This design comes from an exercise in tuning for small area, a short achievable clock period and few clock cycles on the open sky130 flow, not from production work.
Only simulation tests tie the RTL to the original design; equivalence was not proved.
No activity file was given, so power comes from the tool's default toggle rates.

==> flow/design.v (outline; a module is shown in full before it is edited, if it fits) <==
// module a_ring: 23 lines
// module bram_buffer: 20 lines
// module c_ring: 27 lines
// module pe: 1279 lines
// module booth8_enc: 21 lines
// module systolic_array: 26 lines
// module gemm_controller: 63 lines
// module gemm_accelerator_top: 51 lines
module gemm_accelerator_top #(
    parameter N  = 4,
    parameter DW = 16,
    parameter DEPTH = 16,
    parameter LAT = 2      
)(
    input         clk,
    input         rst_n,
    input         start_accel,
    output        done_accel,
    input         host_we_a,
    input  [7:0]  host_addr_a,
    input  [N*DW-1:0] host_wdata_a,
    input         host_we_b,
    input  [7:0]  host_addr_b,
    input  [N*DW-1:0] host_wdata_b,
    input  [7:0]  host_addr_c,
    output [N*DW-1:0] host_rdata_c
);
  // ...
==> flow/run.sh <==
#!/bin/bash
# synth_recipe.tcl (not shown) runs the flow's synth.tcl, then flattens the netlist and writes it again
# the make line also repeats each setting of config.mk as NAME=value (left out here)
make -C /OpenROAD-flow-scripts/flow DESIGN_CONFIG=/design/flow/config.mk WORK_HOME=/design/flow/orfs CLKGATE_MAP_FILE= SYNTH_SCRIPT=/design/flow/synth_recipe.tcl finish
==> flow/config.mk <==
export PLATFORM = sky130hd
export DESIGN_NAME = gemm_accelerator_top
export DESIGN_NICKNAME = gemm_accelerator_top
export VERILOG_FILES = /design/flow/design.v
export SDC_FILE = /design/flow/constraint.sdc
export NUM_CORES = 4
export LEC_CHECK = 0
export CAP_MARGIN = 20
export CORE_MARGIN = 2
export CORE_UTILIZATION = 55
export CTS_CLUSTER_DIAMETER = 60
export CTS_CLUSTER_SIZE = 24
export SETUP_SLACK_MARGIN = 4.15
export SLEW_MARGIN = 20
==> flow/constraint.sdc <==
create_clock -name core_clock -period 7.0 [get_ports {clk}]
set_input_delay 1.4000 -clock core_clock [delete_from_list [all_inputs] [get_ports {clk}]]
set_output_delay 1.4000 -clock core_clock [all_outputs]
set_load 0.01 [all_outputs]
==> results.txt, run 1 <==
Yosys mapped a number of flops with a built-in enable equal to 416. The final critical delay including setup and external delays was 2.94 ns; the die footprint was 259,000 um^2. In the final layout, the registers with the most flip-flops are buff_A.mem (1024), buff_C.mem (1024), buff_B.mem (416). The most frequent standard cell in the layout excluding fill and tap cells was sky130_fd_sc_hd__dfxtp_1. The static leakage is 62.5 nW, and the post-route DRC violation count is 0. Dominant combinational cell family by area after synthesis: compound AO/OA/AOI/OAI gates.

Sequential cells consume a total of 32.4 mW. In this run the core area contains 185 standard-cell rows. The slowest stage cell on the critical path was sky130_fd_sc_hd__dfxtp_4. After global routing, the most crowded layer is met2. The worst min-delay path endpoint is buff_C.mem[12][16]. For this run, the number of Yosys warnings is 10. Global routing usage on met1: 0.444. Of all power groups, the one with the highest power is combinational cells.

The logs give 0 for the max-slew violation count and 0 for the number of hold-slack violations in the final timing report. The run gives 87.9 mW as the overall power consumption. After the first detailed-routing iteration, the DRC count stood at 11,049. The share of total power in combinational logic is 0.473. The routed layout has 92,152 vias. The tools report the core area as 254,000 um^2.

The logs give 3,399 for the clock sink count and 4 for the total number of H-tree levels. The first global-routing pass estimated 640,000 um of wire. Hold repair after CTS inserted 0 buffers. The share of synthesized registers carrying an async set or reset works out to 0.0221.

The flow ran to the end and the layout has no timing, DRC or antenna violations. In this run the horizontal extent of the chip is 509 um. Worst hold slack across all endpoints: 0.308 ns. Entering global routing, the biggest net connects 105 pins.
Testbench counts, summed over its fixed seeds: cycles 6,286.
==> module c_ring, before the edit <==
module c_ring #(
    parameter OFS = 0
)(
    input              clk,
    input      [63:0]  q,
    input              ins,        
    input      [63:0]  din,
    input      [3:0]   raddr,
    output reg [63:0]  dout
);
    reg [63:0] mem [0:15];
    wire [63:0] top_next = ins ? din : mem[0];
    reg [63:0] rd;
    integer i;
    always @(*) begin
        rd = 64'd0;
        for (i = 1; i < 16; i = i + 1)
            rd = rd | ({64{raddr == q[4*((i + 16 - OFS) % 16) +: 4]}} & mem[i]);
        rd = rd | ({64{raddr == q[4*((16 - OFS) % 16) +: 4]}} & top_next);
    end
    always @(posedge clk) begin
        for (i = 0; i < 15; i = i + 1)
            mem[i] <= mem[i + 1];
        mem[15] <= top_next;
        dout <= rd;
    end
endmodule
==> run 2: changes to the inputs <==
--- a/flow/design.v
+++ b/flow/design.v
@@ -56,11 +56,12 @@
     wire [63:0] top_next = ins ? din : mem[0];
     reg [63:0] rd;
     integer i;
+    wire hit0 = raddr == q[4*((16 - OFS) % 16) +: 4];
     always @(*) begin
         rd = 64'd0;
         for (i = 1; i < 16; i = i + 1)
             rd = rd | ({64{raddr == q[4*((i + 16 - OFS) % 16) +: 4]}} & mem[i]);
-        rd = rd | ({64{raddr == q[4*((16 - OFS) % 16) +: 4]}} & top_next);
+        rd = rd | ({64{hit0 && !ins}} & mem[0]) | ({64{hit0 && ins}} & din);
     end
     always @(posedge clk) begin
         for (i = 0; i < 15; i = i + 1)
--- a/flow/config.mk
+++ b/flow/config.mk
@@ -7,7 +7,7 @@
 export LEC_CHECK = 0
 export CAP_MARGIN = 20
 export CORE_MARGIN = 2
-export CORE_UTILIZATION = 55
+export CORE_UTILIZATION = 68
 export CTS_CLUSTER_DIAMETER = 60
 export CTS_CLUSTER_SIZE = 24
 export SETUP_SLACK_MARGIN = 4.15
==> results.txt, run 2 <==
The flow ran to the end and the layout has no timing, DRC or antenna violations. The logs give 210,000 um^2 (-19%) for the die footprint and 0.993 for the final estimated routing congestion in global placement. Share of synthesized registers carrying an async set or reset: 0.0221 (unchanged). The tightest min-delay check is of the flip-flop to flip-flop type. The number of distinct library cells after synthesis was 85.

Number of global-route vias before repair: 91,389. The aggregate negative setup slack is 0 ns, and the share of cell area taken by muxes after synthesis is 0.0794. The logs give 222 for the count of boundary I/O pins and 35.9 mW for the net switching component of the power. The number of warnings reported in the yosys synthesis log is 10 (unchanged). For this run, the leading register cell type out of synthesis is sky130_fd_sc_hd__dfxtp_1. The average instance in the mapped netlist occupies 12.5 um^2.

By area the synthesized netlist is led by sky130_fd_sc_hd__dfxtp_1 (41%), sky130_fd_sc_hd__edfxtp_1 (8.9%), sky130_fd_sc_hd__fa_1 (8.4%). For the final worst clock skew, the log shows 0.0778 ns. The pin count of the biggest net entering global routing is 105 (unchanged).

The part of the cycle the worst path needs came out at 0.439. The chip width came out at 458 um (-9.9%). The final critical delay including setup and external delays was 3.07 ns (+0.135 ns); the clock network fraction of total power was 0.142.

Internal power comes to 51.3 mW. In the final design database the tool counted 12,116 nets. The worst setup path is launched from a flip-flop.

For the share of power burned in registers, the log shows 0.372. In this run the deepest clock path goes through 3 buffers. The detailed router's first-iteration violation count was 11,420 (+3.4%). The tools report the half-perimeter wire length after placement as 278,000 um. The count of buffers from port buffering was 207. The largest total area in the synthesized netlist belongs to sky130_fd_sc_hd__dfxtp_1. The tools report the count of final setup violators as 0.

The final wirelength was 431,000 um; the starting density of the core was 0.685. The logs give 326 MHz for the highest clock rate and 205,000 um^2 (-19%) for the core area. The number of placed instances, taps included, is 13,303. The area fraction in and, or, nand and nor cells after synthesis came out at 0.0311. The critical path starts at array_core.COL[3].col.p0_y[12].

The number of vias per cell after detailed routing works out to 6.67. The critical setup path kind is flip-flop to flip-flop. For the overall power consumption, the log shows 87.1 mW (-0.85%). The worst register-to-register path has a setup slack of 3.93 ns.

The share of total power in combinational logic came out at 0.486 (+0.013). The cell with the most instances after synthesis is sky130_fd_sc_hd__dfxtp_1. IR analysis of the VDD net gives a maximum drop of 866 uV. The synthesized netlist net count was 12,248. Before antenna repair, the detailed router went through 9 iterations. The switching power share of the total came out at 0.412. After synthesis, the most frequently instantiated cells are sky130_fd_sc_hd__dfxtp_1 (2,908), sky130_fd_sc_hd__xnor2_1 (1,054), sky130_fd_sc_hd__mux2_2 (899). Dominant combinational cell family by area after synthesis: compound AO/OA/AOI/OAI gates.

The synthesis-to-layout area growth was 10.0%; the static leakage was 61.4 nW (-1.7%). The number of flops mapped to enable cells by yosys is 416 (unchanged). The library cell used most frequently in the layout, excluding fill and tap cells, is sky130_fd_sc_hd__dfxtp_1. The number of rows created at floorplan is 166 (-10%). In this run, synthesis produced a sequential element count of 3,399. The share of Yosys cell area claimed by the top area cell type was 0.415; the post-synthesis cell count was 11,200. For this run the aggregate overflow at the end of global routing stands at 0.

The slew at the pin closest to its max-slew limit works out to 1.26 ns. The post-synthesis xor/xnor area fraction is 0.0777. The tool flagged a number of max-cap violations equal to 0.

In this run the worst setup path terminates at array_core.COL[3].col.s_x[12]. After filler insertion, the fill cell instance count of the layout stands at 13,291. The post-synthesis share of cell area spent on full adders, half adders and majority gates is 0.111, and the number of antenna violations at the first check in global routing is 42. The run gives 13,894 as the number of standard cells in the final layout excluding fillers. The tools report the clock sink count as 3,399 (unchanged). Buffers inserted during clock tree synthesis total 190.

The utilization after layout came out at 0.753. TritonCTS built the clock tree. For the global-route wire length before repair, the log shows 613,000 um (-4.2%).

The cell area that synthesis handed to floorplanning was 140,000 um^2. The max-slew violation count is 0 (unchanged). The share of final-layout standard cells stronger than drive strength 1 was 0.189.

In this run the vertical extent of the chip is 458 um. STA classifies the critical path endpoint as a flip-flop. The total routing usage reported by global routing is 0.396.

The worst register-to-register path begins at array_core.COL[3].col.p0_y[12]. Setup repair after global routing could not meet its margin everywhere. The mean routed wirelength per cell works out to 31.0 um. For the number of hold-slack violations in the final timing report, the log shows 0 (unchanged).

In the final layout, the registers with the most flip-flops are buff_A.mem (1024), buff_C.mem (1024), buff_B.mem (416). Worst relative slew slack: 0.154. For the worst-skew pair, the clock arrives at the later sink with an insertion delay of 0.92 ns.

After layout, the worst setup slack is 3.93 ns. The library cells used most frequently in the layout, excluding fill and tap cells, are sky130_fd_sc_hd__dfxtp_1 (2,785), sky130_fd_sc_hd__xnor2_1 (1,030), sky130_fd_sc_hd__a22o_1 (734). The tools report the critical register-to-register path endpoint as array_core.COL[3].col.s_x[12]. Post-route DRC violation count: 0 (unchanged). For the hold-fix buffer count after cts, the log shows 0 (unchanged).

For the via count, the log shows 92,621 (+0.51%). For the worst slack at placement, the log shows 2.34 ns. The root buffer cell was sky130_fd_sc_hd__clkbuf_16. The tools report the data arrival time at the worst-slack endpoint as 3.85 ns. The logic depth of the worst register-to-register path came out at 7. The tools report the fraction of the yosys area taken by sequential cells as 0.517. Synthesized-area fraction occupied by ao, oa, aoi and oai cells: 0.136.

Clock-pin slew was measured on the worst setup and hold paths at 0.09 ns. The power density over the cells is 564 nW/um^2. In this run the remaining antenna-violating nets after routing total 0. The peak fanout along the critical path came out at 1. STA puts the critical path data required time at 7.78 ns.

For the total number of H-tree levels, the log shows 4 (unchanged).
[run 2: changes by cell type after synthesis, sizes merged, moves of 9 or more]
cell,change
a32oi,+9
a222oi,-13
nor2,+13
a211o,-11
nand4,+18
nand3,-23
[run 2: area by class of cell]
cell class / count / area (um^2) / share of cell area
sequential: 3399 / 72800 / 0.472
multi-input combinational: 6205 / 63500 / 0.411
timing repair buffer: 641 / 6080 / 0.0394
clock buffer: 213 / 4930 / 0.0319
tap: 2688 / 3360 / 0.0218
inverter: 631 / 2370 / 0.0154
clock inverter: 98 / 1250 / 0.00809
antenna: 19 / 47.5 / 0.000308
[run 2: timing repair]
item,CTS,global route
resized for setup,509,179
setup buffers,71,172
gates cloned,6,12
pin swaps,74,52
setup endpoints to repair,1347,322
[run 2: how the worst min path moves through the flow]
stage	from	end	slack (ns)	cells past startpoint
after floorplan	array_core.COL[0].col.n_q[0]	array_core.COL[0].col.s_y[0]	0.31	0
after global placement	array_core.COL[1].col.n_q[0]	array_core.COL[1].col.s_y[0]	0.31	0
after detailed placement	array_core.COL[1].col.n_q[0]	array_core.COL[1].col.s_y[0]	0.31	0
after CTS	buff_C.mem[3][13]	buff_C.mem[2][13]	0.29	0
after global routing	buff_C.mem[1][13]	buff_C.mem[0][13]	0.29	0
final	buff_C.mem[1][13]	buff_C.mem[0][13]	0.30	0
[run 2: cell families (layout without fill, tap and decap cells)]
logic type,Yosys count,in the layout
DFF,3399,3399
AOI/OAI and AO/OA,2312,2312
buffers and inverters,1599,1583
xor gates and xnor gates,1246,1246
muxes,990,990
adders and majority gates,891,891
and+or+nand+nor,763,766
other,0,19
[run 2: routing by layer]
| metal | GRT usage | vias up | share of wire |
|---|---|---|---|
| met3 | 0.0967 | 1567 | 0.11 |
| met1 | 0.497 | 45659 | 0.36 |
| li1 | - | 39603 | - |
| met2 | 0.605 | 5760 | 0.44 |
| met5 | 0 | - | 0.00047 |
| met4 | 0.277 | 32 | 0.087 |
[run 2: through the flow]
stage | hold WS [ns] | area, um^2
2_1_floorplan | 0.310 | 142000
3_3_place_gp | 0.314 | 145000
3_5_place_dp | 0.315 | 145000
4_1_cts | 0.290 | 152000
5_1_grt | 0.287 | 154000
6_report | 0.295 | 154000
[run 2: worst max-delay path: stages (launching register included)]
cell and delay (ns):
sky130_fd_sc_hd__dfxtp_2 0.37, sky130_fd_sc_hd__fa_2 0.51, sky130_fd_sc_hd__fa_1 0.55, sky130_fd_sc_hd__inv_2 0.04, sky130_fd_sc_hd__fa_2 0.57, sky130_fd_sc_hd__inv_2 0.05, sky130_fd_sc_hd__fa_2 0.65, sky130_fd_sc_hd__ha_4 0.23
[run 2: power by group through the flow]
stage / Clock (mW) / Combinational (mW) / Sequential (mW)
finish: 12.3 / 42.3 / 32.4
global placement: 0 / 38.8 / 32.2
global route: 13.1 / 45.3 / 33.0
floorplan: 0 / 25.0 / 30.2
CTS: 12.4 / 40.9 / 32.2
detailed placement: 0 / 39.7 / 32.5
Testbench counts of run 2, summed over its fixed seeds: cycles 6,286.

separate check: timing with driven ports:
How much do the figures lean on ideal ports? The routed layouts below were timed once more, with nothing changed but the port constraints.
Step 1 assumes that a clkbuf_16 drives the clock port and a buf_2 every other input.
Step 2 adds t to the input delays and takes it off the output delays; t is the mean of the earliest and latest rising clock arrival at the registers after step 1. Input paths then give back, and output paths get back, about the clock's delay inside the block.
Three values: ideal, step 1, step 2; two values: the first two.
run | shift t [ns] | setup WS [ns] | latest minus earliest clock arrival (ns)
run 1 | 1.003 | 4.065 / 3.951 / 3.159 | 0.086 / 0.086
run 2 | 0.969 | 3.930 / 3.930 / 3.129 | 0.090 / 0.090
After both steps setup and hold are still met in every run listed. For run 1, which loses most, drivers alone change the setup slack by -0.114 ns; drivers and shift together by -0.906 ns.
